Source: an optimization exercise on an open RTL-to-GDS flow (aim: small area, a short achievable clock period and few clock cycles). Production flows keep margins and buffers that such runs may drop. Only simulation tests tie the RTL to the original design; equivalence was not proved. Power figures rest on the tool's default switching activity, not on a simulated workload.

--- flow/design.v ---
module Instruction_Decoder(
  input        load,
  input  [2:0] in_n, in_m,    
  input  [2:0] ir_n, ir_m,    
  input        en_n, en_m,    
  input  [7:0] busy,          
  output [7:0] sel_n, sel_m,  
  output       fwd_n, fwd_m   
);
wire [7:0] dn = load ? (8'd1 << in_n) : (8'd1 << ir_n);
wire [7:0] dm = load ? (8'd1 << in_m) : (8'd1 << ir_m);
assign sel_n = dn & ~busy & {8{en_n}};
assign sel_m = dm & ~busy & {8{en_m}};
assign fwd_n = |(dn & busy) & en_n;
assign fwd_m = |(dm & busy) & en_m;
endmodule
module ALU(
  input  [15:0] p,       
  input  [15:0] g,       
  input         inv,     
  input         a15,     
  input         is_and,  
  input         wc,      
  input         cmp,     
  input  [15:0] c,       
  input  [2:0]  nvz,     
  output [15:0] res,     
  output [15:0] out_n,   
  output [2:0]  nvz_n    
);
wire [15:0] gl [0:4];
wire [15:0] pl [0:4];
assign gl[0] = g;
assign pl[0] = p;
genvar l, i;
generate
  for (l = 0; l < 4; l = l + 1) begin : lvl
    for (i = 0; i < 16; i = i + 1) begin : bt
      if (i >= (1 << l)) begin : comb
        assign gl[l+1][i] = gl[l][i] | (pl[l][i] & gl[l][i - (1 << l)]);
        assign pl[l+1][i] = pl[l][i] & pl[l][i - (1 << l)];
      end else begin : pass
        assign gl[l+1][i] = gl[l][i];
        assign pl[l+1][i] = pl[l][i];
      end
    end
  end
endgenerate
wire [15:0] cy = {gl[4][14:0], 1'b0};
wire [15:0] r0 = is_and ? g : (p ^ {16{inv}});
wire [15:0] r1 = is_and ? g : ~(p ^ {16{inv}});
wire [15:0] o0 = wc ? r0 : c;
wire [15:0] o1 = wc ? r1 : c;
genvar k;
generate
  for (k = 0; k < 16; k = k + 1) begin : sel
    assign res[k]   = cy[k] ? r1[k] : r0[k];
    assign out_n[k] = cy[k] ? o1[k] : o0[k];
  end
endgenerate
wire r15 = ~(p[15] ^ cy[15]);
assign nvz_n = cmp ? {r15, p[15] & (r15 ^ a15), &p} : nvz;
endmodule
module cpu(clk,reset,s,load,in,out,N,V,Z,w);
input clk, reset, s, load;
input [15:0] in;
output [15:0] out;
output N, V, Z, w;
reg [15:0] ir;
reg [15:0] R [0:7];
always @(posedge clk)
  if (load) ir <= in;
wire [15:0] ins = load ? in : ir;
wire [2:0] opcode = ins[15:13];
wire [1:0] op = ins[12:11];
wire [2:0] rn = ins[10:8];
wire [2:0] rd = ins[7:5];
wire [1:0] sh = ins[4:3];
wire [2:0] rm = ins[2:0];
wire go = s & ~reset;
wire is_movi = (opcode == 3'b110) & (op == 2'b10);
wire is_mov  = (opcode == 3'b110) & (op == 2'b00);
wire is_alu  = (opcode == 3'b101);
wire is_cmp  = is_alu & (op == 2'b01);
wire is_and  = is_alu & (op == 2'b10);
wire writes_c = is_mov | (is_alu & (op != 2'b01));
wire use_a   = is_alu & (op != 2'b11);    
wire inv     = is_alu & op[0];
reg [15:0] p2, g2;
reg a15_2, inv2, and2, wr2, wc2, cmp2;
reg [2:0] wa2;
reg [15:0] c;
reg [2:0] nvz;
wire [15:0] res, out_n;
wire [2:0] nvz_n;
wire [7:0] busy = {8{wr2}} & (8'd1 << wa2);
wire [7:0] sel_n, sel_m;
wire fwd_n, fwd_m;
Instruction_Decoder dec(.load(load), .in_n(in[10:8]), .in_m(in[2:0]),
  .ir_n(ir[10:8]), .ir_m(ir[2:0]), .en_n(1'b1), .en_m(~is_movi), .busy(busy),
  .sel_n(sel_n), .sel_m(sel_m), .fwd_n(fwd_n), .fwd_m(fwd_m));
reg [15:0] a, bs;
integer k;
always @(*) begin
  a  = {16{fwd_n}} & res;
  bs = {16{fwd_m}} & res;
  for (k = 0; k < 8; k = k + 1) begin
    a  = a  | ({16{sel_n[k]}} & R[k]);
    bs = bs | ({16{sel_m[k]}} & R[k]);
  end
end
reg  [15:0] b;
always @(*)
  case (sh)
    2'b00: b = bs;
    2'b01: b = {bs[14:0], 1'b0};
    2'b10: b = {1'b0, bs[15:1]};
    default: b = {bs[15], bs[15:1]};
  endcase
wire [15:0] x = is_movi ? {{8{ins[7]}}, ins[7:0]} : ((use_a ? a : 16'd0) ^ {16{inv}});
always @(posedge clk) begin
  p2    <= x ^ b;
  g2    <= x & b;
  a15_2 <= a[15];
  inv2  <= inv;
  and2  <= is_and;
  wr2   <= go & (is_movi | writes_c);
  wc2   <= go & writes_c;
  cmp2  <= go & is_cmp;
  wa2   <= is_movi ? rn : rd;
end
ALU alu(.p(p2), .g(g2), .inv(inv2), .a15(a15_2), .is_and(and2), .wc(wc2),
        .cmp(cmp2), .c(c), .nvz(nvz), .res(res), .out_n(out_n), .nvz_n(nvz_n));
always @(posedge clk) begin
  if (wr2) R[wa2] <= res;
  c   <= out_n;
  nvz <= nvz_n;
end
assign out = out_n;
assign {N, V, Z} = nvz_n;
assign w = 1'b1;
endmodule
--- flow/flow/run.sh ---
#!/bin/bash
# The standard layout, with plain buffers (rather than the delay cells
# buffer_ports picks by default) on the input and output ports.
set -euo pipefail
bash standard.sh BUFFER_PORTS_ARGS="-buffer_cell sky130_fd_sc_hd__buf_2" finish > standard.log 2>&1
--- flow/standard.sh ---
#!/bin/bash
# synth_recipe.tcl (not shown) runs the flow's synth.tcl, then flattens the netlist and writes it again
# the make line also repeats each setting of config.mk as NAME=value (left out here)
make -C /OpenROAD-flow-scripts/flow DESIGN_CONFIG=/design/flow/config.mk WORK_HOME=/design/flow/orfs CLKGATE_MAP_FILE= SYNTH_SCRIPT=/design/flow/synth_recipe.tcl "${@:-finish}"
--- flow/config.mk ---
export PLATFORM = sky130hd
export DESIGN_NAME = cpu
export DESIGN_NICKNAME = cpu
export VERILOG_FILES = /design/flow/design.v
export SDC_FILE = /design/flow/constraint.sdc
export NUM_CORES = 4
export LEC_CHECK = 0
export CAP_MARGIN = 5
export CORE_MARGIN = 2
export CORE_UTILIZATION = 40
export CTS_BUF_LIST = sky130_fd_sc_hd__clkbuf_8
export CTS_CLUSTER_DIAMETER = 60
export CTS_CLUSTER_SIZE = 20
export SETUP_SLACK_MARGIN = 2.5
export SLEW_MARGIN = 5
export SYNTH_HIERARCHICAL = 1
export TNS_END_PERCENT = 0
--- flow/constraint.sdc ---
create_clock -name core_clock -period 5.5 [get_ports {clk}]
set_input_delay 1.1000 -clock core_clock [delete_from_list [all_inputs] [get_ports {clk}]]
set_output_delay 1.1000 -clock core_clock [all_outputs]
set_load 0.01 [all_outputs]
==> results of run 1 <==
area by class of cell:
class,count,area [um^2],area share
clock buffers,19,262,0.0235
clock inverters,14,145,0.0130
inverters,23,86.3,0.00775
multi-input cells,544,4340,0.390
flip-flops and latches,204,5390,0.483
well taps,324,405,0.0364
repair buffers,78,519,0.0466
per-module statistics from Yosys (local to each module, per instance):
module | cell area, um^2 | flops+latches | cells inside
ALU | 1160 | 0 | 169
Instruction_Decoder | 447 | 0 | 60
cpu | 8150 | 204 | 594
synth_stat cells, drive strengths merged (2+ instances only):
cell type    n  share of area
edfxtp     128           0.39
dfxtp       76           0.16
nor2        46          0.018
a22oi       42          0.032
clkbuf      40          0.015
a21oi       38          0.020
o21ai       37          0.021
mux2i       35          0.039
nand3       35          0.018
a222oi      32          0.033
a22o        30          0.027
nor3        30          0.016
xnor2       30          0.027
mux2        28          0.034
a221oi      25          0.023
inv         22         0.0085
nand2       20         0.0077
buf         16          0.012
ha          16          0.021
nand2b       9         0.0058
o22ai        9         0.0058
and3         8         0.0051
and3b        8         0.0072
nor3b        8         0.0067
xor2         8         0.0072
a21o         6         0.0046
nand4        6         0.0039
a31oi        5         0.0032
o211ai       5         0.0044
o21a         4         0.0031
o21bai       3         0.0023
a211oi       2         0.0028
o2111ai      2         0.0042
or2          2         0.0013
kinds of logic (layout without fill, tap and decap cells):
group           Yosys count  in the layout
xor+xnor                 38             38
simple gates            175            175
mux                      63             63
fa+ha+maj                16             16
other cells               1              5
buf+inv                  79            134
flops                   204            204
compound gates          247            247
where the power goes:
group | internal [mW] | switching (mW)
sequential | 1.90 | 0.111
combinational | 0.410 | 0.655
clock | 0.372 | 0.595
total | 2.68 | 1.36
flip-flops by register name, summed over array words and instances (netlist names), 3 cells and up:
signal and count:
wa2 3, ir 16, p2 16, R 128, g2 16, c 16
nvz 3
metal layers:
layer / GRT usage / wire, um / vias up
met5: 0 / 0 / -
met4: 0.0762 / 734 / 0
met3: 0.0319 / 2440 / 62
met2: 0.355 / 12900 / 360
met1: 0.287 / 11600 / 3453
li1: - / - / 3316
timing repair:
action                     in CTS  in global routing
setup endpoints to repair      52                 52
gates cloned                    0                  0
resized for setup              33                  6
setup buffers                   8                  4
pin swaps                      10                  6
worst register-to-register path: stages, from the launching register on:
cell      delay [ns]
dfxtp_1         0.53
nand4_1         0.14
a21oi_1         0.30
nand2_1         0.10
a221o_1         0.30
a21oi_1         0.18
a21oi_1         0.20
a222oi_1        0.43
nand3_1         0.14
a221oi_2        0.22
nor2_1          0.09
o31a_1          0.26
ha_1            0.27
metrics by stage:
stage / hold WS (ns) / cells
4_1_cts: 0.476 / 1202
3_5_place_dp: 0.458 / 1161
3_3_place_gp: 0.453 / 1161
2_1_floorplan: 0.444 / 827
5_1_grt: 0.503 / 1206
6_report: 0.467 / 1206
worst max path at each step:
stage / start / endpoint / slack [ns]
2_1_floorplan: load / p2[15] / 1.93
3_3_place_gp: load / p2[10] / 0.81
3_5_place_dp: load / p2[10] / 0.77
4_1_cts: p2[4] / out[9] / 1.91
5_1_grt: p2[8] / out[15] / 1.81
6_report: p2[2] / out[9] / 1.92
==> run summary, run 1 <==
- Status: no timing/DRC/antenna violations
- #FFs+latches synth: 204
- Synth Area in Compound Gates: 0.194
- Total Nets Final: 906
- Netlist cell types: 62
- Worst Path Buf+Inv: 2
- CTS Buffer Depth: 3
- Fin. Hold Viols: 0
- Pre-CTS setup slack: 0.765 ns
- Clock slew at reported path FFs: 0.10 ns
- Sequential fraction of the synthesis area: 0.550
- Crit path required time: 4.40 ns
- Cell count after synthesis: 823
- Worst path slowest cell: dfxtp_4
- R2r worst-path depth: 12
- Htree depth: 1
- # fillers: 2230
- Setup-failing EPs final: 0
- Worst Max-Slew Pin Slew: 1.07 ns
- Number of cells on the critical path: 8
- Simple-gate area share of the yosys netlist: 0.0914
- Hold crit path type: reg -> reg
- RSZ-0062 raised after global routing: true
- Max-cap viol count: 0
- Total gr overflow: 0
- Tot Pwr: 4.05 mW
- Mux cell area share after synthesis: 0.0731
- Die Y: 160 um
- Final worst slack: 1.92 ns
- Startpoint of the worst register-to-register path: p2[8]
- Area Overhead vs Synth: 14.3%
- CP peak stage delay: 0.38 ns
- Global-route wire length before repair: 42.6 mm
- Buffers added on ports: 38
- Crit path time final: 3.58 ns
- Most frequent cells in the layout: 128 x edfxtp_1, 67 x dfxtp_1, 45 x nor2_1
- Initial detailed-routing violation count: 810
- Synth warnings: 8
- Hold_buf cts: 0
- Ant. Diodes: 0
- Cell family with most CP delay: compound AO/OA/AOI/OAI gates
- CP arrival: 2.48 ns
- FF-to-FF End: p2[15]
- DPL Wire Length: 18.1 mm
- CP max FO: 5
- Cell Area, Synth: 9750 um^2
- Max Clock Skew: 0.0204 ns
- Ratio of final minimum period to clock period: 0.651
- Total GRT Usage: 0.214
- Async SR Flop Fraction: 0
- Die area: 25600 um^2
- Vias: 7191
- CP Cell Sequence: o211ai_1 > buf_4 > o2111ai_4 > a41oi_2 > xnor2_1 > mux2_4 > mux2_4 > buf_6
- Largest family of logic cells by synthesized area: compound AO/OA/AOI/OAI gates
- Top cell by count, worst path: mux2_4
- Design Area, Final: 11100 um^2
- DR vias/cell: 5.96
- Final core utilization: 0.462
- Number of global-route vias before repair: 7200
- Placed standard-cell area: 10500 um^2
- Slew Viols, Final: 0
- Most common cell after layout, fill and taps aside: edfxtp_1
- DRC: 0
- Crit. End Element: output port
- Layout cells sized above 1: 0.238
- Synth Flop Type: edfxtp_1
- Reg2reg setup slack: 2.26 ns
- Cts bufs inserted: 19
- Worst Hold Path Cells: 2
- Initial core utilization: 0.404
- Hold Path Sink: c[11]
- Fmax: 0.279 GHz
- Pin count of the biggest net entering global routing: 27
- Fraction of the mapped netlist area in adder cells: 0.0205
- Initial antenna violation count: 0
- Post-synthesis xor/xnor area fraction: 0.0341
- TritonCTS clock tree: done
- Total Wirelength: 27.6 mm
- FP Rows: 57
- Crit Path Class: reg -> out
- EDFF count, synth: 128
- RD Place Congestion: 0.831
- Routed len/inst: 22.9 um
- Clk Latency, worst-skew pair: 0.53 ns
- Antenna viol nets, final: 0
- Setup TNS: 0 ns
- VDD IR max: 0.209 mV
- Pwr dens: 363 nW/um^2
- Root Buffer Master: clkbuf_8
- Core Region: 24100 um^2
- Leakage: 4.05 nW
- Max_slew headroom: 0.283
- Die width: 160 um
- Hold Crit Start: c[11]
- Critical Path Start Type: register
- DR pass1 iterations: 10
- CTS sink count: 204
- Ports: 40
- Mean area per synthesized cell: 11.8 um^2
Testbench counts, summed over its fixed seeds: cycles 24,064.
==> inputs of run 2 (changes only) <==
--- a/flow/design.v
+++ b/flow/design.v
@@ -8,10 +8,19 @@
   output       fwd_n, fwd_m   
 );
-wire [7:0] dn = load ? (8'd1 << in_n) : (8'd1 << ir_n);
-wire [7:0] dm = load ? (8'd1 << in_m) : (8'd1 << ir_m);
+wire [7:0] in_dn, in_dm;
+Mux din_n(.a(in_n), .y(in_dn));
+Mux din_m(.a(in_m), .y(in_dm));
+wire [7:0] dn = load ? in_dn : (8'd1 << ir_n);
+wire [7:0] dm = load ? in_dm : (8'd1 << ir_m);
 assign sel_n = dn & ~busy & {8{en_n}};
 assign sel_m = dm & ~busy & {8{en_m}};
 assign fwd_n = |(dn & busy) & en_n;
 assign fwd_m = |(dm & busy) & en_m;
+endmodule
+module Mux(
+  input  [2:0] a,
+  output [7:0] y
+);
+assign y = 8'd1 << a;
 endmodule
 module ALU(
--- a/flow/config.mk
+++ b/flow/config.mk
@@ -6,5 +6,5 @@
 export NUM_CORES = 4
 export LEC_CHECK = 0
-export CAP_MARGIN = 5
+export CAP_MARGIN = 20
 export CORE_MARGIN = 2
 export CORE_UTILIZATION = 40
@@ -13,5 +13,5 @@
 export CTS_CLUSTER_SIZE = 20
 export SETUP_SLACK_MARGIN = 2.5
-export SLEW_MARGIN = 5
+export SLEW_MARGIN = 20
 export SYNTH_HIERARCHICAL = 1
 export TNS_END_PERCENT = 0
==> run 2 against run 1 <==
Sequential cell count unchanged. Clock-buffer cell count unchanged. First-iteration DRC count increased by 24%. Non-clock buffer count decreased by 2. Die area increased by 2.1%. Synthesized area increased by 2.2%. Critical endpoint is now out[10]. Highest routed layer unchanged.
==> run summary, run 2 <==
- Total Wirelength: 29.2 mm (was 27.6 mm)
- Critical Path Start Type: register (unchanged)
- Htree depth: 1 (unchanged)
- Cell count after synthesis: 852 (was 823)
- Synth warnings: 8 (unchanged)
- Total GRT Usage: 0.220 (was 0.214)
- VDD IR max: 0.260 mV (was 0.209 mV)
- Max_slew headroom: 0.276 (was 0.283)
- Ratio of final minimum period to clock period: 0.661 (was 0.651)
- Reg with most FFs: R (unchanged)
- Crit Path Class: reg -> out (unchanged)
- Initial detailed-routing violation count: 1005 (was 810)
- Ports: 40 (unchanged)
- Setup-failing EPs final: 0 (unchanged)
- Fin. Hold Viols: 0 (unchanged)
- RSZ-0062 raised after global routing: true (unchanged)
- CP Cell Sequence: a211oi_4 > buf_4 > o211ai_1 > a221oi_2 > xnor2_2 > mux2i_4 > mux2_4 > buf_6 (was o211ai_1 > buf_4 > o2111ai_4 > a41oi_2 > xnor2_1 > mux2_4 > mux2_4 > buf_6)
- WHS: 0.472 ns (was 0.467 ns)
- Buffers added on ports: 38 (unchanged)
- Clock slew at reported path FFs: 0.10 ns (about the same)
- FF-to-FF End: p2[14] (was p2[15])
- Die Y: 162 um (was 160 um)
- Yosys top cell area share: 0.386 (was 0.394)
- Reg2reg setup slack: 2.13 ns (was 2.26 ns)
- Global-route wire length before repair: 43.8 mm (was 42.6 mm)
- DRC: 0 (unchanged)
- Number of global-route vias before repair: 7182 (was 7200)
- Vias: 7451 (was 7191)
- Die width: 162 um (was 160 um)
- Initial antenna violation count: 0 (unchanged)
- DR pass1 iterations: 6 (was 10)
- Crit path time final: 3.63 ns (was 3.58 ns)
- Top cells by count, synth: 128 x edfxtp_1, 76 x dfxtp_1, 48 x a22oi_1 (was 128 x edfxtp_1, 76 x dfxtp_1, 45 x nor2_1)
- Critical path origin: g2[0] (was p2[2])
- R2r worst-path depth: 14 (was 12)
- Synth Flop Type: edfxtp_1 (unchanged)
- FP Rows: 57 (unchanged)
- CP peak stage delay: 0.40 ns (was 0.38 ns)
- Max-cap viol count: 0 (unchanged)
- Pin count of the biggest net entering global routing: 36 (was 27)
- Crit path required time: 4.40 ns (about the same)
- Cell family with most CP delay: compound AO/OA/AOI/OAI gates (unchanged)
- Clk Latency, worst-skew pair: 0.53 ns (about the same)
- Fmax: 0.275 GHz (was 0.279 GHz)
- Setup TNS: 0 ns (unchanged)
- Synth area leaders: edfxtp_1 39%, dfxtp_1 15%, a22oi_1 3.6% (was edfxtp_1 39%, dfxtp_1 16%, a222oi_1 3.3%)
- CTS sink count: 204 (unchanged)
- Leakage: 4.09 nW (was 4.05 nW)
- Most frequent cells in the layout: 128 x edfxtp_1, 68 x dfxtp_1, 47 x nor2_1 (was 128 x edfxtp_1, 67 x dfxtp_1, 45 x nor2_1)
- Largest area contributor in the netlist: edfxtp_1 (unchanged)
- Worst Path Buf+Inv: 2 (unchanged)
- Sequential fraction of the synthesis area: 0.538 (was 0.550)
- Hold_buf cts: 0 (unchanged)
- # fillers: 2229 (was 2230)
- Status: no timing/DRC/antenna violations (unchanged)
- Crit. End Element: output port (unchanged)
- Max Clock Skew: 0.0253 ns (was 0.0204 ns)
- Startpoint of the worst register-to-register path: g2[0] (was p2[8])
- Mean area per synthesized cell: 11.7 um^2 (was 11.8 um^2)
- Pwr dens: 355 nW/um^2 (was 363 nW/um^2)
- CP arrival: 2.53 ns (was 2.48 ns)
- DR vias/cell: 6.02 (was 5.96)
- TritonCTS clock tree: done (unchanged)
- Layout cells sized above 1: 0.242 (was 0.238)
- Initial core utilization: 0.408 (was 0.404)
- Cell with the most instances after synthesis: edfxtp_1 (unchanged)
- Core Region: 24400 um^2 (was 24100 um^2)
- Total Nets Final: 938 (was 906)
- Antenna viol nets, final: 0 (unchanged)
- Cell Area, Synth: 9960 um^2 (was 9750 um^2)
- #FFs+latches synth: 204 (unchanged)
- CP Capture Point: out[10] (was out[9])
- EDFF count, synth: 128 (unchanged)
- Most common cell after layout, fill and taps aside: edfxtp_1 (unchanged)
- Worst path slowest cell: a221oi_2 (was dfxtp_4)
- Cts bufs inserted: 18 (was 19)
- Ant. Diodes: 0 (unchanged)
- Routed len/inst: 23.6 um (was 22.9 um)
- Root Buffer Master: clkbuf_8 (unchanged)
- Worst Max-Slew Pin Slew: 1.08 ns (was 1.07 ns)
- Slew Viols, Final: 0 (unchanged)
- Area Overhead vs Synth: 13.7% (was 14.3%)
- CTS Buffer Depth: 3 (unchanged)
- Hold crit path type: reg -> reg (unchanged)
- Die area: 26200 um^2 (was 25600 um^2)
- Number of cells on the critical path: 8 (unchanged)
- Async SR Flop Fraction: 0 (unchanged)
- Netlist cell types: 73 (was 62)
- Total gr overflow: 0 (unchanged)
- CP max FO: 2 (was 5)
- Max reg flops: 128 (unchanged)
- DPL Wire Length: 18.7 mm (was 18.1 mm)
- RD Place Congestion: 0.846 (was 0.831)
## run 2: changes by cell type after synthesis, sizes merged, moves of 7 or more
| cell | previous run | this run |
|---|---|---|
| nor3b | 8 | 18 |
| nor3 | 30 | 14 |
| a22oi | 42 | 49 |
| mux2i | 35 | 25 |
| inv | 22 | 30 |
## run 2: worst register-to-register path, cell delays in order (launching register included)
cell,delay [ns]
dfxtp_4,0.37
a211oi_4,0.30
buf_4,0.16
o211ai_1,0.10
a221oi_2,0.40
buf_4,0.18
o21a_1,0.16
xor2_1,0.08
mux2_2,0.40
a22oi_1,0.24
nand3_1,0.11
o21ai_2,0.22
mux2i_1,0.21
nor2_1,0.07
ha_1,0.28
## run 2: cell type report
cell class,instances,area (um^2),area share
multi-input combinational,571,4540,0.400
sequential,204,5380,0.475
clock inverter,12,133,0.0117
clock buffer,19,262,0.0231
timing repair buffer,76,495,0.0437
tap,324,405,0.0358
inverter,31,118,0.0104
## run 2: timing repair
action,in CTS,in global routing
cloned,2,0
hold endpoints to repair,0,0
setup buffers,9,4
resized for setup,28,12
pin swaps,9,10
endpoints found under the setup margin,52,51
## run 2: cell families after synthesis
| kind of cell | count (synthesis) | share of synthesized area |
|---|---|---|
| flip-flops | 204 | 0.538 |
| buffers and inverters | 88 | 0.0397 |
| other | 1 | 0.000376 |
| adder cells (fa/ha/maj) | 16 | 0.0201 |
| AO/OA/AOI/OAI | 265 | 0.206 |
| XOR/XNOR | 38 | 0.0334 |
| multiplexers | 51 | 0.0569 |
| AND/OR/NAND/NOR | 189 | 0.105 |
## run 2: worst min-delay path by stage
stage                from    end  slack, ns  cells past startpoint
detailed placement   c[8]   c[8]       0.46                      1
floorplan           ir[5]  ir[5]       0.44                      2
global route         c[6]   c[6]       0.50                      2
CTS                 c[15]  c[15]       0.47                      2
finish              c[15]  c[15]       0.47                      2
global placement    c[11]  c[11]       0.45                      2
## run 2: report_power, final
group          internal, mW  leakage [nW]  total, mW  switching (mW)
clock network         0.397         0.188      0.961           0.564
logic                 0.402          2.12       1.06           0.656
registers              1.90          1.79       2.00           0.107
## run 2: metal layers
metal / vias up / part of all wire / global-route usage
met5: - / 0 / 0
met4: 0 / 0.020 / 0.0551
met3: 47 / 0.097 / 0.0368
met2: 373 / 0.47 / 0.361
met1: 3582 / 0.42 / 0.304
li1: 3449 / - / -
## run 2: per-module statistics from Yosys, one instance, submodules excluded
module               cells inside  cell area, um^2  flops+latches  copies in the design
cpu                           594             8150            204                     1
ALU                           169             1160              0                     1
Instruction_Decoder            73              529              0                     1
Mux                             8             65.1              0                     2
## run 2: per-stage QoR
stage               instance area [um^2]  utilization  instances  setup WS [ns]  total power, mW
floorplan                          10200            -        861           2.14             2.66
global placement                   10700        0.437       1191           1.01             2.99
detailed placement                 10700        0.437       1191          0.989             3.00
CTS                                11200        0.461       1233           1.85             4.01
global route                       11300        0.465       1237           1.78             4.21
finish                             11300        0.465       1237           1.87             4.02
Testbench counts of run 2, summed over its fixed seeds: cycles 24,064.
==> inputs of run 3 (changes only) <==
--- a/flow/design.v
+++ b/flow/design.v
@@ -1,4 +1,4 @@
 module Instruction_Decoder(
-  input        load,
+  input        pend,
   input  [2:0] in_n, in_m,    
   input  [2:0] ir_n, ir_m,    
@@ -8,19 +8,10 @@
   output       fwd_n, fwd_m   
 );
-wire [7:0] in_dn, in_dm;
-Mux din_n(.a(in_n), .y(in_dn));
-Mux din_m(.a(in_m), .y(in_dm));
-wire [7:0] dn = load ? in_dn : (8'd1 << ir_n);
-wire [7:0] dm = load ? in_dm : (8'd1 << ir_m);
+wire [7:0] dn = pend ? (8'd1 << ir_n) : (8'd1 << in_n);
+wire [7:0] dm = pend ? (8'd1 << ir_m) : (8'd1 << in_m);
 assign sel_n = dn & ~busy & {8{en_n}};
 assign sel_m = dm & ~busy & {8{en_m}};
 assign fwd_n = |(dn & busy) & en_n;
 assign fwd_m = |(dm & busy) & en_m;
-endmodule
-module Mux(
-  input  [2:0] a,
-  output [7:0] y
-);
-assign y = 8'd1 << a;
 endmodule
 module ALU(
@@ -78,7 +69,10 @@
 reg [15:0] ir;
 reg [15:0] R [0:7];
-always @(posedge clk)
+reg pending;
+always @(posedge clk) begin
   if (load) ir <= in;
-wire [15:0] ins = load ? in : ir;
+  pending <= s & ~load & ~reset;
+end
+wire [15:0] ins = pending ? ir : in;
 wire [2:0] opcode = ins[15:13];
 wire [1:0] op = ins[12:11];
@@ -87,5 +81,5 @@
 wire [1:0] sh = ins[4:3];
 wire [2:0] rm = ins[2:0];
-wire go = s & ~reset;
+wire go = ((s & load) | pending) & ~reset;
 wire is_movi = (opcode == 3'b110) & (op == 2'b10);
 wire is_mov  = (opcode == 3'b110) & (op == 2'b00);
@@ -106,5 +100,5 @@
 wire [7:0] sel_n, sel_m;
 wire fwd_n, fwd_m;
-Instruction_Decoder dec(.load(load), .in_n(in[10:8]), .in_m(in[2:0]),
+Instruction_Decoder dec(.pend(pending), .in_n(in[10:8]), .in_m(in[2:0]),
   .ir_n(ir[10:8]), .ir_m(ir[2:0]), .en_n(1'b1), .en_m(~is_movi), .busy(busy),
   .sel_n(sel_n), .sel_m(sel_m), .fwd_n(fwd_n), .fwd_m(fwd_m));
@@ -148,4 +142,4 @@
 assign out = out_n;
 assign {N, V, Z} = nvz_n;
-assign w = 1'b1;
+assign w = ~pending;
 endmodule
==> run 3 against run 2 <==
Critical path type unchanged. Clock skew up 0.026 ns. Utilization is 0.27 points lower. Still clean. Clock-buffer cell count unchanged.
==> run summary, run 3 <==
- Setup TNS: 0 ns (unchanged)
- EDFF count, synth: 144 (was 128)
- DR vias/cell: 6.02 (about the same)
- Area Overhead vs Synth: 13.1% (was 13.7%)
- Routed len/inst: 23.5 um (was 23.6 um)
- Crit path required time: 4.40 ns (about the same)
- TritonCTS clock tree: done (unchanged)
- Critical Path Start Type: register (unchanged)
- Clk Latency, worst-skew pair: 0.56 ns (was 0.53 ns)
- Max_slew headroom: 0.356 (was 0.276)
- Max-cap viol count: 0 (unchanged)
- Crit Path Class: reg -> out (unchanged)
- #FFs+latches synth: 205 (was 204)
- Final core utilization: 0.462 (was 0.465)
- DR pass1 iterations: 8 (was 6)
- Worst Max-Slew Pin Slew: 0.961 ns (was 1.08 ns)
- CTS sink count: 205 (was 204)
- Crit path time final: 3.64 ns (was 3.63 ns)
- Antenna viol nets, final: 0 (unchanged)
- Total gr overflow: 0 (unchanged)
- Cell with the most instances after synthesis: edfxtp_1 (unchanged)
- Setup-failing EPs final: 0 (unchanged)
- Fin. Hold Viols: 0 (unchanged)
- VDD IR max: 0.201 mV (was 0.260 mV)
- DRC: 0 (unchanged)
- Slew Viols, Final: 0 (unchanged)
- Layout cells sized above 1: 0.216 (was 0.242)
- Total Wirelength: 28.0 mm (was 29.2 mm)
- Initial antenna violation count: 0 (unchanged)
- Ant. Diodes: 0 (unchanged)
- Ports: 40 (unchanged)
- Vias: 7192 (was 7451)
- Synth warnings: 8 (unchanged)
- Pwr dens: 335 nW/um^2 (was 355 nW/um^2)
- Initial detailed-routing violation count: 975 (was 1005)
- Root Buffer Master: clkbuf_8 (unchanged)
- Synth area leaders: edfxtp_1 44%, dfxtp_1 12%, mux2i_1 3.8% (was edfxtp_1 39%, dfxtp_1 15%, a22oi_1 3.6%)
- Status: no timing/DRC/antenna violations (unchanged)
- Die area: 26100 um^2 (was 26200 um^2)
- Async SR Flop Fraction: 0 (unchanged)
- Cts bufs inserted: 19 (was 18)
- Most frequent cells in the layout: 144 x edfxtp_1, 52 x dfxtp_1, 49 x a22oi_1 (was 128 x edfxtp_1, 68 x dfxtp_1, 47 x nor2_1)
- Buffers added on ports: 39 (was 38)
- Core Region: 24300 um^2 (was 24400 um^2)
- Clock slew at reported path FFs: 0.10 ns (about the same)
- Synth Flop Type: edfxtp_1 (unchanged)
- Cell Area, Synth: 9930 um^2 (was 9960 um^2)
- Number of global-route vias before repair: 7216 (was 7182)
- Sequential fraction of the synthesis area: 0.558 (was 0.538)
- FP Rows: 57 (unchanged)
- DPL Wire Length: 18.3 mm (was 18.7 mm)
- Global-route wire length before repair: 42.7 mm (was 43.8 mm)
- Hold crit path type: reg -> reg (unchanged)
- Netlist cell types: 61 (was 73)
- CTS Buffer Depth: 3 (unchanged)
- CP max FO: 3 (was 2)
- RD Place Congestion: 0.892 (was 0.846)
- Pin count of the biggest net entering global routing: 32 (was 36)
- Yosys top cell area share: 0.435 (was 0.386)
- Die Y: 162 um (about the same)
- Fmax: 0.275 GHz (about the same)
- Max reg flops: 128 (unchanged)
- CP arrival: 2.54 ns (was 2.53 ns)
- Largest area contributor in the netlist: edfxtp_1 (unchanged)
- Initial core utilization: 0.408 (about the same)
- Die width: 162 um (about the same)
- Max Clock Skew: 0.0514 ns (was 0.0253 ns)
- Total GRT Usage: 0.215 (was 0.220)
- Leakage: 4.00 nW (was 4.09 nW)
- Crit. End Element: output port (unchanged)
- RSZ-0062 raised after global routing: true (unchanged)
- Reg with most FFs: R (unchanged)
- Htree depth: 1 (unchanged)
- Total Nets Final: 893 (was 938)
- Top cells by count, synth: 144 x edfxtp_1, 61 x dfxtp_1, 49 x a22oi_1 (was 128 x edfxtp_1, 76 x dfxtp_1, 48 x a22oi_1)
- Ratio of final minimum period to clock period: 0.662 (was 0.661)
- Most common cell after layout, fill and taps aside: edfxtp_1 (unchanged)
- Cell count after synthesis: 813 (was 852)
- Mean area per synthesized cell: 12.2 um^2 (was 11.7 um^2)
run 3: cell count changes in the layout (fill, tap and decap cells not counted), moves of 7 or more:
cell,delta
and3b_2,-7
dfxtp_1,-16
edfxtp_1,+16
inv_1,-8
mux2_2,-10
mux2i_1,+17
nor2_1,-8
nor3_2,+15
nor3b_2,-10
o21ai_1,+8
xor2_1,+14
run 3: critical path: stages (launching register included):
cell and delay [ns]:
dfxtp_4 0.37, a211oi_4 0.34, o211ai_1 0.16, a221oi_2 0.37, xnor2_1 0.15, mux2i_1 0.09
buf_4 0.15, mux2_4 0.26, buf_6 0.12
run 3: cells by family after synthesis:
logic type                 count (synthesis)  synth area share
other                                      1          0.000378
and+or+nand+nor                          157            0.0835
muxes                                     62            0.0718
DFF                                      205             0.558
adders and majority gates                 16            0.0202
AOI/OAI and AO/OA                        253             0.192
buffers and inverters                     74            0.0344
xor gates and xnor gates                  45            0.0397
run 3: path summary, 6_finish.rpt:
path,slack (ns),from,cells after the start,to
setup reg to reg,1.98,pending,12,p2[15]
hold / removal,0.47,c[15],2,c[15]
hold reg to reg,0.47,c[15],2,c[15]
setup / recovery,1.86,p2[1],8,out[10]
run 3: layer usage:
metal,wire length (um),track usage,share of wire,up-vias
li1,-,-,-,3303
met4,748,0.0706,0.027,0
met1,12100,0.292,0.43,3471
met3,2240,0.0331,0.080,63
met5,0,0,0,-
met2,13000,0.353,0.46,355
run 3: final cells by class:
cell class / count / area [um^2]
timing repair buffer: 76 / 499
clock inverter: 15 / 174
inverter: 18 / 68.8
multi-input combinational: 537 / 4260
sequential: 205 / 5560
tap: 324 / 405
clock buffer: 19 / 262
fill: 2199 / 13100
run 3: modules after synthesis, one instance, submodules excluded:
module               cells inside  flip-flops and latches  cell area [um^2]  times used
Instruction_Decoder            60                       0               447           1
ALU                           169                       0              1160           1
cpu                           584                     205              8330           1
run 3: what timing repair did:
action                     CTS  global route
pin swaps                    8             0
buffers inserted             7             0
hold buffers                 0             0
gates resized for setup     22             4
setup endpoints to repair   53            51
run 3: through the flow:
stage	area (um^2)	setup WS, ns	std cells	hold WS (ns)	power [mW]
2_1_floorplan	10000	2.04	816	0.473	2.45
3_3_place_gp	10600	1.11	1153	0.455	2.73
3_5_place_dp	10600	1.08	1153	0.458	2.73
4_1_cts	11200	1.84	1194	0.474	3.78
5_1_grt	11200	1.72	1194	0.489	3.94
6_report	11200	1.86	1194	0.473	3.77
run 3: power by group:
part	switching, mW	internal, mW	leakage (nW)	total [mW]
clock	0.591	0.416	0.211	1.01
combinational	0.498	0.316	1.97	0.814
sequential	0.0829	1.86	1.82	1.94
total	1.17	2.59	4.00	3.77
Testbench counts of run 3, summed over its fixed seeds: cycles 24,064.
==> inputs of run 4 (changes only) <==
--- a/flow/design.v
+++ b/flow/design.v
@@ -101,5 +101,5 @@
 wire fwd_n, fwd_m;
 Instruction_Decoder dec(.pend(pending), .in_n(in[10:8]), .in_m(in[2:0]),
-  .ir_n(ir[10:8]), .ir_m(ir[2:0]), .en_n(1'b1), .en_m(~is_movi), .busy(busy),
+  .ir_n(ir[10:8]), .ir_m(ir[2:0]), .en_n(1'b1), .en_m(1'b1), .busy(busy),
   .sel_n(sel_n), .sel_m(sel_m), .fwd_n(fwd_n), .fwd_m(fwd_m));
 reg [15:0] a, bs;
@@ -113,13 +113,17 @@
   end
 end
-reg  [15:0] b;
+wire sh_n = ~is_movi & (sh == 2'b00);    
+wire sh_l = ~is_movi & (sh == 2'b01);    
+wire sh_r = ~is_movi & sh[1];            
+wire sh_a = ~is_movi & (sh == 2'b11);    
+wire [15:0] b = ({16{sh_n}} & bs) | ({16{sh_l}} & {bs[14:0], 1'b0}) |
+                ({16{sh_r}} & {1'b0, bs[15:1]}) | {sh_a & bs[15], 15'd0};
+wire [15:0] imm = {{8{ins[7]}}, ins[7:0]};
+wire [15:0] x0 = is_movi ? imm : {16{inv}};
+wire [15:0] x1 = is_movi ? imm : {16{use_a ^ inv}};
+reg  [15:0] x;
 always @(*)
-  case (sh)
-    2'b00: b = bs;
-    2'b01: b = {bs[14:0], 1'b0};
-    2'b10: b = {1'b0, bs[15:1]};
-    default: b = {bs[15], bs[15:1]};
-  endcase
-wire [15:0] x = is_movi ? {{8{ins[7]}}, ins[7:0]} : ((use_a ? a : 16'd0) ^ {16{inv}});
+  for (k = 0; k < 16; k = k + 1)
+    x[k] = a[k] ? x1[k] : x0[k];
 always @(posedge clk) begin
   p2    <= x ^ b;
==> run 4 against run 3 <==
Total power grew 0.86%. Clock skew down 0.029 ns. Critical path type unchanged. Still clean on timing, DRC and antenna. Clock-buffer cell count is 4 higher. Sequential cell count unchanged. Largest cell class unchanged. Final area increased by 0.93%.
==> run summary, run 4 <==
- Crit path time final: 3.69 ns (was 3.64 ns)
- Yosys top cell area share: 0.431 (was 0.435)
- Reg with most FFs: R (unchanged)
- Core Region: 24500 um^2 (was 24300 um^2)
- Setup-failing EPs final: 0 (unchanged)
- FP Rows: 57 (unchanged)
- Worst path slowest cell: dfxtp_2 (was dfxtp_4)
- VDD IR max: 0.138 mV (was 0.201 mV)
- Pin count of the biggest net entering global routing: 28 (was 32)
- TritonCTS clock tree: done (unchanged)
- Tot Pwr: 3.80 mW (was 3.77 mW)
- DR pass1 iterations: 8 (unchanged)
- CP max FO: 11 (was 3)
- CTS sink count: 205 (unchanged)
- Reg power frac: 0.513 (was 0.516)
- Area Overhead vs Synth: 13.1% (about the same)
- Max_slew headroom: 0.279 (was 0.356)
- Largest family of logic cells by synthesized area: compound AO/OA/AOI/OAI gates (unchanged)
- Pre-CTS setup slack: 1.67 ns (was 1.08 ns)
- P_sw: 1.20 mW (was 1.17 mW)
- Worst Max-Slew Pin Slew: 1.08 ns (was 0.961 ns)
- Die Y: 162 um (about the same)
- Die area: 26300 um^2 (was 26100 um^2)
- Crit path required time: 4.40 ns (about the same)
- Root Buffer Master: clkbuf_8 (unchanged)
- Setup TNS: 0 ns (unchanged)
- Cell count after synthesis: 839 (was 813)
- Sw frac: 0.316 (was 0.311)
- Initial antenna violation count: 0 (unchanged)
- Final worst slack: 1.81 ns (was 1.86 ns)
- Fraction of the mapped netlist area in adder cells: 0.0200 (was 0.0202)
- Critical Path Start Type: register (unchanged)
- CP arrival: 2.59 ns (was 2.54 ns)
- Cell with the most instances after synthesis: edfxtp_1 (unchanged)
- Leakage: 4.00 nW (about the same)
- RSZ-0062 raised after global routing: true (unchanged)
- Top cells by count, synth: 144 x edfxtp_1, 90 x a22oi_1, 61 x dfxtp_1 (was 144 x edfxtp_1, 61 x dfxtp_1, 49 x a22oi_1)
- Worst Path Buf+Inv: 2 (unchanged)
- EDFF count, synth: 144 (unchanged)
- CP Cell Sequence: o211ai_1 > buf_4 > o2111ai_4 > a41oi_2 > xnor2_1 > mux2_4 > mux2_2 > buf_2 (was a211oi_4 > o211ai_1 > a221oi_2 > xnor2_1 > mux2i_1 > buf_4 > mux2_4 > buf_6)
- Most common cell after layout, fill and taps aside: edfxtp_1 (unchanged)
- Max-cap viol count: 0 (unchanged)
- DPL Wire Length: 19.5 mm (was 18.3 mm)
- Total Wirelength: 29.4 mm (was 28.0 mm)
- Ratio of final minimum period to clock period: 0.671 (was 0.662)
- Buffers added on ports: 39 (unchanged)
- Status: no timing/DRC/antenna violations (unchanged)
- Post-synthesis xor/xnor area fraction: 0.0280 (was 0.0397)
- Cts bufs inserted: 22 (was 19)
- Hold crit path type: reg -> reg (unchanged)
- Initial core utilization: 0.410 (was 0.408)
- Crit. End Element: output port (unchanged)
- Cell Area, Synth: 10000 um^2 (was 9930 um^2)
- Netlist cell types: 67 (was 61)
- Max Clock Skew: 0.0226 ns (was 0.0514 ns)
- Number of global-route vias before repair: 7477 (was 7216)
- Fmax: 0.271 GHz (was 0.275 GHz)
- DR vias/cell: 6.22 (was 6.02)
- Routed len/inst: 23.8 um (was 23.5 um)
- Pwr dens: 335 nW/um^2 (about the same)
- Synth area leaders: edfxtp_1 43%, dfxtp_1 12%, a22oi_1 6.7% (was edfxtp_1 44%, dfxtp_1 12%, mux2i_1 3.8%)
- Initial detailed-routing violation count: 1095 (was 975)
- Synth warnings: 8 (unchanged)
- Largest area contributor in the netlist: edfxtp_1 (unchanged)
- RD Place Congestion: 0.899 (was 0.892)
- Max reg flops: 128 (unchanged)
- CTS Buffer Depth: 3 (unchanged)
- Global-route wire length before repair: 44.4 mm (was 42.7 mm)
- #FFs+latches synth: 205 (unchanged)
- Crit Path Class: reg -> out (unchanged)
- Htree depth: 1 (unchanged)
- Ports: 40 (unchanged)
- Cell family with most CP delay: multiplexers (was compound AO/OA/AOI/OAI gates)
- Most frequent cells in the layout: 144 x edfxtp_1, 90 x a22oi_1, 55 x dfxtp_1 (was 144 x edfxtp_1, 52 x dfxtp_1, 49 x a22oi_1)
- Antenna viol nets, final: 0 (unchanged)
- Total gr overflow: 0 (unchanged)
- Ant. Diodes: 0 (unchanged)
- Mean area per synthesized cell: 11.9 um^2 (was 12.2 um^2)
- Async SR Flop Fraction: 0 (unchanged)
- Vias: 7670 (was 7192)
- CP peak stage delay: 0.40 ns (was 0.37 ns)
- Slew Viols, Final: 0 (unchanged)
- Total GRT Usage: 0.222 (was 0.215)
- Simple-gate area share of the yosys netlist: 0.104 (was 0.0835)
- Clock slew at reported path FFs: 0.12 ns (was 0.10 ns)
- Fin. Hold Viols: 0 (unchanged)
- Layout cells sized above 1: 0.207 (was 0.216)
- DRC: 0 (unchanged)
- Clock power share: 0.283 (was 0.268)
- Internal: 2.60 mW (was 2.59 mW)
- Mux cell area share after synthesis: 0.0577 (was 0.0718)
- Total Nets Final: 930 (was 893)
- Synth Flop Type: edfxtp_1 (unchanged)
- Clk Latency, worst-skew pair: 0.56 ns (about the same)
- Synth Area in Compound Gates: 0.206 (was 0.192)
- Die width: 162 um (about the same)
- Sequential fraction of the synthesis area: 0.553 (was 0.558)
- Combinational Power Share: 0.204 (was 0.216)
-- run 4: area by class of cell --
| class | instances | area (um^2) |
|---|---|---|
| Clock inverter | 17 | 161 |
| Clock buffer | 23 | 317 |
| Fill cell | 2240 | 13100 |
| Timing Repair Buffer | 77 | 487 |
| Multi-Input combinational cell | 572 | 4350 |
| Sequential cell | 205 | 5560 |
| Tap cell | 324 | 405 |
| Inverter | 16 | 61.3 |
-- run 4: per-stage QoR --
step                      instance area [um^2]  hold slack, ns  utilization  instances
after floorplan                          10100           0.473            -        846
after detailed placement                 10800           0.462        0.440       1188
after global routing                     11300           0.491        0.463       1234
final                                    11300           0.468        0.463       1234
after global placement                   10800           0.453        0.440       1188
after CTS                                11300           0.478        0.462       1232
-- run 4: power groups by stage --
stage / Clock, mW / Sequential, mW / Combinational [mW]
CTS: 1.10 / 1.94 / 0.756
finish: 1.08 / 1.95 / 0.775
global placement: 0 / 1.98 / 0.726
detailed placement: 0 / 1.98 / 0.735
global route: 1.16 / 1.96 / 0.846
floorplan: 0 / 1.95 / 0.482
-- run 4: logic make-up after synthesis --
family                   Yosys count
AO/OA/AOI/OAI                    272
flip-flops                       205
AND/OR/NAND/NOR                  194
buffers and inverters             69
multiplexers                      50
XOR/XNOR                          32
adder cells (fa/ha/maj)           16
other                              1
-- run 4: modules after synthesis, one instance, submodules excluded --
module / cells inside / flip-flops and latches / copies in the design / area [um^2]
Instruction_Decoder: 60 / 0 / 1 / 447
cpu: 610 / 205 / 1 / 8420
ALU: 169 / 0 / 1 / 1160
-- run 4: timing repair --
item                                    4_1_cts  5_1_grt
hold buffers                                  0        0
pin swaps                                     4        3
gates resized for setup                      10        6
setup buffers                                 4        2
endpoints found under the setup margin       51       53
-- run 4: worst reg2reg max path: cells and delay by family, from the launching register on --
family | cells | cell delay, ns
compound gates | 7 | 2.05
xor+xnor | 1 | 0.15
fa+ha+maj | 1 | 0.28
buf+inv | 2 | 0.32
flops | 1 | 0.36
simple gates | 2 | 0.26
-- run 4: metal layers --
metal / track usage / wire (um) / vias up
li1: - / - / 3464
met1: 0.296 / 12100 / 3660
met2: 0.348 / 12900 / 448
met3: 0.0493 / 3010 / 98
met4: 0.0953 / 1370 / 0
met5: 0 / 0 / -
-- run 4: worst paths after layout --
path,slack (ns),cells past startpoint,start,end
max,1.81,8,p2[4],out[9]
min,0.47,2,c[4],c[4]
max reg2reg,1.97,13,g2[2],p2[11]
min reg2reg,0.47,2,c[4],c[4]
Testbench counts of run 4, summed over its fixed seeds: cycles 24,064.
==> inputs of run 5 (changes only) <==
--- a/flow/config.mk
+++ b/flow/config.mk
@@ -12,5 +12,5 @@
 export CTS_CLUSTER_DIAMETER = 60
 export CTS_CLUSTER_SIZE = 20
-export SETUP_SLACK_MARGIN = 2.5
+export SETUP_SLACK_MARGIN = 3.0
 export SLEW_MARGIN = 20
 export SYNTH_HIERARCHICAL = 1
==> run 5 against run 4 <==
Sequential cell count is the same. Die area is the same. Routed wire length is the same. First-iteration DRC count is the same. Synthesized area is the same. Fmax is the same. Critical path depth is the same. Clock power is essentially flat. Synthesized cell count is the same. Sequential share of layout area is the same. Non-clock buffer count is the same. Highest routed layer unchanged.
==> run summary, run 5 <==
- Status: no timing/DRC/antenna violations (unchanged)
- Max_slew headroom: 0.279 (unchanged)
- Max reg flops: 128 (unchanged)
- Htree depth: 1 (unchanged)
- Setup TNS: 0 ns (unchanged)
- Setup-failing EPs final: 0 (unchanged)
- Top cells by count, synth: 144 x edfxtp_1, 90 x a22oi_1, 61 x dfxtp_1 (unchanged)
- CTS Buffer Depth: 3 (unchanged)
- Number of global-route vias before repair: 7477 (unchanged)
- Max-cap viol count: 0 (unchanged)
- Core Region: 24500 um^2 (unchanged)
- Cts bufs inserted: 22 (unchanged)
- Ratio of final minimum period to clock period: 0.671 (unchanged)
- Die width: 162 um (unchanged)
- Routed len/inst: 23.8 um (unchanged)
- Initial detailed-routing violation count: 1095 (unchanged)
- CP Cell Sequence: o211ai_1 > buf_4 > o2111ai_4 > a41oi_2 > xnor2_1 > mux2_4 > mux2_2 > buf_2 (unchanged)
- Cell count after synthesis: 839 (unchanged)
- Hold crit path type: reg -> reg (unchanged)
- TritonCTS clock tree: done (unchanged)
- Ports: 40 (unchanged)
- Most common cell after layout, fill and taps aside: edfxtp_1 (unchanged)
- Startpoint of the worst register-to-register path: g2[2] (unchanged)
- RSZ-0062 raised after global routing: true (unchanged)
- Async SR Flop Fraction: 0 (unchanged)
- Initial core utilization: 0.410 (unchanged)
- Final worst slack: 1.81 ns (unchanged)
- Slew Viols, Final: 0 (unchanged)
- Most frequent cells in the layout: 144 x edfxtp_1, 90 x a22oi_1, 55 x dfxtp_1 (unchanged)
- Clock slew at reported path FFs: 0.12 ns (about the same)
- Fin. Hold Viols: 0 (unchanged)
- FF-to-FF End: p2[11] (unchanged)
- Cell Area, Synth: 10000 um^2 (unchanged)
- # fillers: 2240 (unchanged)
- DPL Wire Length: 19.5 mm (unchanged)
- VDD IR max: 0.138 mV (unchanged)
- Pin count of the biggest net entering global routing: 28 (unchanged)
- Fmax: 0.271 GHz (unchanged)
- Layout cells sized above 1: 0.207 (unchanged)
- Multi-input gate area: 4350 um^2 (unchanged)
- Die Y: 162 um (unchanged)
- Synth Flop Type: edfxtp_1 (unchanged)
- Total GRT Usage: 0.222 (unchanged)
- Max Clock Skew: 0.0226 ns (unchanged)
- Antenna viol nets, final: 0 (unchanged)
- CP max FO: 11 (unchanged)
- Reg with most FFs: R (unchanged)
- Netlist cell types: 67 (unchanged)
- Worst path slowest cell: dfxtp_2 (unchanged)
- EDFF count, synth: 144 (unchanged)
- FF+latch area: 5560 um^2 (unchanged)
- Mean area per synthesized cell: 11.9 um^2 (unchanged)
- Global-route wire length before repair: 44.4 mm (unchanged)
- Largest area contributor in the netlist: edfxtp_1 (unchanged)
- Ant. Diodes: 0 (unchanged)
- Total Nets Final: 930 (unchanged)
- Leakage: 4.00 nW (unchanged)
- Yosys top cell area share: 0.431 (unchanged)
- Cell family with most CP delay: multiplexers (unchanged)
- Total Wirelength: 29.4 mm (unchanged)
- Worst Hold Path Cells: 2 (unchanged)
- Worst Path Buf+Inv: 2 (unchanged)
- RD Place Congestion: 0.899 (unchanged)
- DR pass1 iterations: 8 (unchanged)
- Total gr overflow: 0 (unchanged)
- Root Buffer Master: clkbuf_8 (unchanged)
- Crit path time final: 3.69 ns (unchanged)
- Worst Max-Slew Pin Slew: 1.08 ns (unchanged)
- Die area: 26300 um^2 (unchanged)
- Crit Path Class: reg -> out (unchanged)
- Cell with the most instances after synthesis: edfxtp_1 (unchanged)
- Clk Latency, worst-skew pair: 0.56 ns (about the same)
- Critical Path Start Type: register (unchanged)
- Hold Crit Start: c[4] (unchanged)
- R2r worst-path depth: 13 (unchanged)
- DRC: 0 (unchanged)
- Crit. End Element: output port (unchanged)
- Synth warnings: 8 (unchanged)
- DR vias/cell: 6.22 (unchanged)
- CTS sink count: 205 (unchanged)
- FP Rows: 57 (unchanged)
- CP peak stage delay: 0.40 ns (about the same)
- Vias: 7670 (unchanged)
- Synth area leaders: edfxtp_1 43%, dfxtp_1 12%, a22oi_1 6.7% (unchanged)
- CP arrival: 2.59 ns (about the same)
- Pre-CTS setup slack: 1.67 ns (unchanged)
- Reg2reg setup slack: 1.97 ns (about the same)
- #FFs+latches synth: 205 (unchanged)
- Initial antenna violation count: 0 (unchanged)
- Area Overhead vs Synth: 13.1% (unchanged)
- Hold Path Sink: c[4] (unchanged)
- Crit path required time: 4.40 ns (about the same)
- Pwr dens: 335 nW/um^2 (unchanged)
- Sequential fraction of the synthesis area: 0.553 (unchanged)
- Buffers added on ports: 39 (unchanged)
-- run 5: Yosys stat by module, one instance, submodules excluded --
module               cell area, um^2  cells inside  times used  flops+latches
cpu                             8420           610           1            205
ALU                             1160           169           1              0
Instruction_Decoder              447            60           1              0
-- run 5: tightest hold or removal path, delay by kind of cell, from the launching register on --
kind,cells,cell delay [ns]
flops,1,0.31
buf+inv,1,0.04
compound gates,1,0.07
-- run 5: worst max path at each step --
stage / end / startpoint / cells past startpoint / slack [ns]
3_3_place_gp: p2[1] / in[2] / 10 / 1.77
2_1_floorplan: p2[12] / in[10] / 10 / 2.41
4_1_cts: out[10] / g2[2] / 8 / 1.73
6_report: out[9] / p2[4] / 8 / 1.81
5_1_grt: out[9] / p2[4] / 8 / 1.68
3_5_place_dp: p2[1] / in[2] / 10 / 1.67
-- run 5: what timing repair did --
action / 4_1_cts / 5_1_grt
gates resized for setup: 10 / 6
buffers inserted: 4 / 2
hold buffers: 0 / 0
setup endpoints to repair: 73 / 87
pin swaps: 4 / 3
hold endpoints to repair: 0 / 0
-- run 5: metal layers --
layer | up-vias | global-route usage | wire length (um)
met5 | - | 0 | 0
met4 | 0 | 0.0953 | 1370
met3 | 98 | 0.0493 | 3010
met2 | 448 | 0.348 | 12900
met1 | 3660 | 0.296 | 12100
li1 | 3464 | - | -
-- run 5: power breakdown --
group          total (mW)  switching [mW]  internal (mW)
Sequential           1.95          0.0850           1.86
Combinational       0.775           0.479          0.296
Clock                1.08           0.637          0.439
Total                3.80            1.20           2.60
-- run 5: layout make-up --
cell class | count | area share
Timing Repair Buffer | 77 | 0.0429
Inverter | 16 | 0.00541
Clock inverter | 17 | 0.0142
Multi-Input combinational cell | 572 | 0.383
Sequential cell | 205 | 0.490
Clock buffer | 23 | 0.0279
Tap cell | 324 | 0.0358
-- run 5: logic make-up (layout without fill, tap and decap cells) --
kind of cell	after synthesis	in the layout	synth area share
compound gates	272	272	0.206
flops	205	205	0.553
simple gates	194	194	0.104
buf+inv	69	133	0.0309
fa+ha+maj	16	16	0.0200
xor+xnor	32	32	0.0280
other cells	1	8	0.000374
mux	50	50	0.0577
-- run 5: stage by stage --
| step | util | power, mW | hold WS [ns] | instance area [um^2] | instances |
|---|---|---|---|---|---|
| 2_1_floorplan | - | 2.43 | 0.473 | 10100 | 846 |
| 3_3_place_gp | 0.440 | 2.70 | 0.453 | 10800 | 1188 |
| 3_5_place_dp | 0.440 | 2.71 | 0.462 | 10800 | 1188 |
| 4_1_cts | 0.462 | 3.80 | 0.478 | 11300 | 1232 |
| 5_1_grt | 0.463 | 3.97 | 0.491 | 11300 | 1234 |
| 6_report | 0.463 | 3.80 | 0.468 | 11300 | 1234 |
==> inputs of run 6 (changes only) <==
--- a/flow/design.v
+++ b/flow/design.v
@@ -14,4 +14,12 @@
 assign fwd_n = |(dn & busy) & en_n;
 assign fwd_m = |(dm & busy) & en_m;
+endmodule
+module shifter(
+  input  [15:0] cy,
+  input         t,
+  input  [15:0] d,
+  output [15:0] y
+);
+assign y = d ^ (cy & {16{t}});
 endmodule
 module ALU(
@@ -49,16 +57,10 @@
 wire [15:0] cy = {gl[4][14:0], 1'b0};
 wire [15:0] r0 = is_and ? g : (p ^ {16{inv}});
-wire [15:0] r1 = is_and ? g : ~(p ^ {16{inv}});
 wire [15:0] o0 = wc ? r0 : c;
-wire [15:0] o1 = wc ? r1 : c;
-genvar k;
-generate
-  for (k = 0; k < 16; k = k + 1) begin : sel
-    assign res[k]   = cy[k] ? r1[k] : r0[k];
-    assign out_n[k] = cy[k] ? o1[k] : o0[k];
-  end
-endgenerate
-wire r15 = ~(p[15] ^ cy[15]);
-assign nvz_n = cmp ? {r15, p[15] & (r15 ^ a15), &p} : nvz;
+shifter fr(.cy(cy), .t(~is_and), .d(r0), .y(res));
+shifter fo(.cy(cy), .t(wc & ~is_and), .d(o0), .y(out_n));
+wire [1:0] nv0 = cmp ? {~p[15], p[15] & (~p[15] ^ a15)} : nvz[2:1];
+wire [1:0] nv1 = cmp ? {p[15], p[15] & (p[15] ^ a15)} : nvz[2:1];
+assign nvz_n = {cy[15] ? nv1 : nv0, cmp ? &p : nvz[0]};
 endmodule
 module cpu(clk,reset,s,load,in,out,N,V,Z,w);
--- a/flow/config.mk
+++ b/flow/config.mk
@@ -12,5 +12,5 @@
 export CTS_CLUSTER_DIAMETER = 60
 export CTS_CLUSTER_SIZE = 20
-export SETUP_SLACK_MARGIN = 3.0
+export SETUP_SLACK_MARGIN = 2.5
 export SLEW_MARGIN = 20
 export SYNTH_HIERARCHICAL = 1
==> run 6 against run 5 <==
Total power decreased by 1.8%. Largest cell class unchanged. Still clean. Highest routed layer unchanged. Global-route usage down 0.19 points. Clock-buffer cell count decreased by 4. Critical path type unchanged.
==> run summary, run 6 <==
- Status: no timing/DRC/antenna violations (unchanged)
- Setup-failing EPs final: 0 (unchanged)
- Largest area contributor in the netlist: edfxtp_1 (unchanged)
- Synth area leaders: edfxtp_1 42%, dfxtp_1 12%, a22oi_1 6.6% (was edfxtp_1 43%, dfxtp_1 12%, a22oi_1 6.7%)
- Cell with the most instances after synthesis: edfxtp_1 (unchanged)
- Placed standard-cell area: 10900 um^2 (was 10800 um^2)
- Die width: 164 um (was 162 um)
- Placed cell count: 1231 (was 1188)
- Worst Max-Slew Pin Slew: 1.22 ns (was 1.08 ns)
- Crit Path Class: reg -> out (unchanged)
- Buffers added on ports: 39 (unchanged)
- Most common cell after layout, fill and taps aside: edfxtp_1 (unchanged)
- Slew Viols, Final: 0 (unchanged)
- Internal: 2.58 mW (was 2.60 mW)
- Crit path time final: 3.59 ns (was 3.69 ns)
- Hold crit path type: reg -> reg (unchanged)
- Global-route wire length before repair: 45.0 mm (was 44.4 mm)
- Crit. End Element: output port (unchanged)
- R2r worst-path depth: 13 (unchanged)
- Reg power frac: 0.526 (was 0.513)
- Root Buffer Master: clkbuf_8 (unchanged)
- Number of global-route vias before repair: 7615 (was 7477)
- Layout cells sized above 1: 0.207 (about the same)
- Final Non-Filler Cells: 1268 (was 1234)
- Die area: 27000 um^2 (was 26300 um^2)
- P_sw: 1.15 mW (was 1.20 mW)
- DRC: 0 (unchanged)
- Initial detailed-routing violation count: 1091 (was 1095)
- Critical Path Start Type: register (unchanged)
- Cts bufs inserted: 18 (was 22)
- Clock power share: 0.263 (was 0.283)
- Total Nets Final: 962 (was 930)
- Area Overhead vs Synth: 11.3% (was 13.1%)
- FP Rows: 58 (was 57)
- Design Area, Final: 11400 um^2 (was 11300 um^2)
- Mean area per synthesized cell: 11.7 um^2 (was 11.9 um^2)
- Startpoint of the worst register-to-register path: p2[3] (was g2[2])
- Cell Area, Synth: 10300 um^2 (was 10000 um^2)
- Hold Crit Start: nvz[0] (was c[4])
- CTS sink count: 205 (unchanged)
- CP max FO: 2 (was 11)
- Cell count after synthesis: 882 (was 839)
- Antenna viol nets, final: 0 (unchanged)
- RSZ-0062 raised after global routing: true (unchanged)
- Ant. Diodes: 0 (unchanged)
- Most frequent cells in the layout: 144 x edfxtp_1, 90 x a22oi_1, 72 x nand2_1 (was 144 x edfxtp_1, 90 x a22oi_1, 55 x dfxtp_1)
- Yosys top cell area share: 0.420 (was 0.431)
- Initial core utilization: 0.408 (was 0.410)
- Combinational Power Share: 0.211 (was 0.204)
- FF-to-FF End: p2[11] (unchanged)
- Pin count of the biggest net entering global routing: 35 (was 28)
- DPL Wire Length: 20.1 mm (was 19.5 mm)
- RD Place Congestion: 0.899 (about the same)
- Max reg flops: 128 (unchanged)
- Worst path slowest cell: dfxtp_4 (was dfxtp_2)
- Max-cap viol count: 0 (unchanged)
- Synth warnings: 8 (unchanged)
- Pwr dens: 326 nW/um^2 (was 335 nW/um^2)
- Setup TNS: 0 ns (unchanged)
- Reg2reg setup slack: 2.06 ns (was 1.97 ns)
- Clock slew at reported path FFs: 0.11 ns (was 0.12 ns)
- Ratio of final minimum period to clock period: 0.652 (was 0.671)
- Ports: 40 (unchanged)
- Total gr overflow: 0 (unchanged)
- CTS Buffer Depth: 3 (unchanged)
- Sequential fraction of the synthesis area: 0.539 (was 0.553)
- Reg with most FFs: R (unchanged)
- Max_slew headroom: 0.185 (was 0.279)
- Total GRT Usage: 0.220 (was 0.222)
- Routed len/inst: 23.3 um (was 23.8 um)
- CP peak stage delay: 0.37 ns (was 0.40 ns)
- Leakage: 4.03 nW (was 4.00 nW)
- Total Wirelength: 29.5 mm (was 29.4 mm)
- # fillers: 2305 (was 2240)
- CP arrival: 2.49 ns (was 2.59 ns)
- CP Cell Sequence: a211oi_2 > o21ai_2 > a221o_2 > a221o_1 > a21o_1 > nand2_2 > xnor2_2 > buf_2 (was o211ai_1 > buf_4 > o2111ai_4 > a41oi_2 > xnor2_1 > mux2_4 > mux2_2 > buf_2)
- Fin. Hold Viols: 0 (unchanged)
- EDFF count, synth: 144 (unchanged)
- DR vias/cell: 6.15 (was 6.22)
- TritonCTS clock tree: done (unchanged)
- Fmax: 0.279 GHz (was 0.271 GHz)
- Htree depth: 1 (unchanged)
- Async SR Flop Fraction: 0 (unchanged)
- Sw frac: 0.308 (was 0.316)
- Top cells by count, synth: 144 x edfxtp_1, 90 x a22oi_1, 72 x nand2_1 (was 144 x edfxtp_1, 90 x a22oi_1, 61 x dfxtp_1)
- Crit path required time: 4.40 ns (about the same)
- #FFs+latches synth: 205 (unchanged)
- Initial antenna violation count: 0 (unchanged)
- Synth Flop Type: edfxtp_1 (unchanged)
- DR pass1 iterations: 10 (was 8)
- Hold Path Sink: nvz[0] (was c[4])
- Worst Hold Path Cells: 2 (unchanged)
- Die Y: 164 um (was 162 um)
- Clk Latency, worst-skew pair: 0.55 ns (was 0.56 ns)
- Vias: 7793 (was 7670)
- Core Region: 25200 um^2 (was 24500 um^2)
- Max Clock Skew: 0.0243 ns (was 0.0226 ns)
- VDD IR max: 0.258 mV (was 0.138 mV)
- Netlist cell types: 68 (was 67)
run 6: changes by cell type after synthesis, moves of 3 or more:
cell | before | now
nand2_1 | 35 | 72
o21ai_0 | 23 | 32
inv_1 | 15 | 9
o22ai_1 | 18 | 14
o211ai_1 | 7 | 4
xnor2_1 | 24 | 49
nor2_1 | 24 | 14
o21a_1 | 4 | 1
nand2_2 | 0 | 10
xor2_1 | 8 | 0
a31oi_1 | 4 | 0
a21oi_1 | 33 | 25
run 6: logic make-up (layout without fill, tap and decap cells):
| kind of cell | Yosys count | after routing | share of synthesized area |
|---|---|---|---|
| AO/OA/AOI/OAI | 259 | 259 | 0.189 |
| adder cells (fa/ha/maj) | 16 | 16 | 0.0195 |
| buffers and inverters | 67 | 115 | 0.0342 |
| multiplexers | 49 | 49 | 0.0545 |
| other | 2 | 10 | 0.000730 |
| AND/OR/NAND/NOR | 235 | 235 | 0.121 |
| XOR/XNOR | 49 | 49 | 0.0417 |
| flip-flops | 205 | 205 | 0.539 |
run 6: how the worst max path moves through the flow:
stage              end  slack, ns  startpoint
2_1_floorplan   p2[12]       2.41      in[10]
3_3_place_gp     p2[7]       1.71       in[2]
3_5_place_dp    p2[12]       1.70       in[2]
4_1_cts        out[13]       1.89       p2[1]
5_1_grt        out[13]       1.82       p2[1]
6_report       out[13]       1.91       p2[1]
run 6: per-stage QoR:
| stage | setup WS, ns | total power, mW | hold slack (ns) | util |
|---|---|---|---|---|
| 2_1_floorplan | 2.41 | 2.47 | 0.489 | - |
| 3_3_place_gp | 1.71 | 2.74 | 0.477 | 0.434 |
| 3_5_place_dp | 1.70 | 2.75 | 0.480 | 0.434 |
| 4_1_cts | 1.89 | 3.73 | 0.495 | 0.453 |
| 5_1_grt | 1.82 | 3.89 | 0.511 | 0.455 |
| 6_report | 1.91 | 3.73 | 0.491 | 0.455 |
run 6: repair_timing:
action                                  4_1_cts  5_1_grt
gates cloned                                  0        0
hold buffers                                  0        0
pin swaps                                     5        1
endpoints found under the setup margin       51       52
gates resized for setup                       8        9
buffers inserted                              5        0
run 6: layout make-up:
type                            instances  area (um^2)  area share
Sequential cell                       205         5560       0.486
Tap cell                              330          413      0.0361
Multi-Input combinational cell        618         4570       0.399
Clock inverter                         13          148      0.0129
Inverter                                9         33.8     0.00295
Clock buffer                           19          262      0.0228
Timing Repair Buffer                   74          458      0.0400
run 6: per-module statistics from Yosys (local to each module, per instance):
module               copies in the design  flip-flops and latches  area [um^2]  cells inside
shifter                                 2                       0          244            34
ALU                                     1                       0          928           144
cpu                                     1                     205         8420           610
Instruction_Decoder                     1                       0          447            60
run 6: metal layers:
metal	track usage	wire, um
met1	0.299	12500
met2	0.348	13300
met3	0.0419	2780
met4	0.0817	949
met5	0	0
run 6: power by group through the flow:
stage,registers (mW),clock network (mW),logic (mW)
floorplan,1.95,0,0.521
global placement,1.99,0,0.743
detailed placement,1.99,0,0.753
CTS,1.96,0.998,0.769
global route,1.98,1.05,0.859
finish,1.96,0.980,0.788
run 6: critical path: cells and delay by family, from the launching register on:
| kind | cells | cell delay [ns] |
|---|---|---|
| buffers and inverters | 1 | 0.16 |
| XOR/XNOR | 1 | 0.12 |
| flip-flops | 1 | 0.37 |
| AND/OR/NAND/NOR | 1 | 0.08 |
| AO/OA/AOI/OAI | 5 | 1.21 |
Testbench counts of run 6, summed over its fixed seeds: cycles 24,064.

-- port drivers added, routing unchanged --
The results above use ideal ports. As a check the final layouts listed here were re-extracted and re-timed, cells and wires unchanged. Step 1 assumes that a clkbuf_16 drives the clock port and a buf_2 every other input. Step 2 also shifts input and output timing later by t, the mid clock arrival at the registers, as if the neighbouring blocks saw the same clock. Three values: ideal, step 1, step 2; two values: the first two.
| run | shift t [ns] | setup WS [ns] | worst setup path after step 2 | clock arrival spread, ns | pins driven straight from the clock port |
|---|---|---|---|---|---|
| run 1 | 0.563 | 1.920 / 1.878 / 1.406 | input to register | 0.023 / 0.022 | 1 |
| run 2 | 0.564 | 1.866 / 1.821 / 1.420 | input to register | 0.028 / 0.028 | 1 |
| run 3 | 0.585 | 1.861 / 1.814 / 1.366 | input to register | 0.052 / 0.052 | 1 |
| run 4 | 0.587 | 1.807 / 1.766 / 1.527 | input to register | 0.022 / 0.023 | 1 |
| run 5 | 0.587 | 1.807 / 1.766 / 1.527 | input to register | 0.022 / 0.023 | 1 |
| run 6 | 0.583 | 1.915 / 1.868 / 1.657 | input to register | 0.025 / 0.025 | 1 |
After both steps setup and hold are still met in every run listed. For run 1, which loses most, drivers alone change the setup slack by -0.042 ns; drivers and shift together by -0.514 ns.
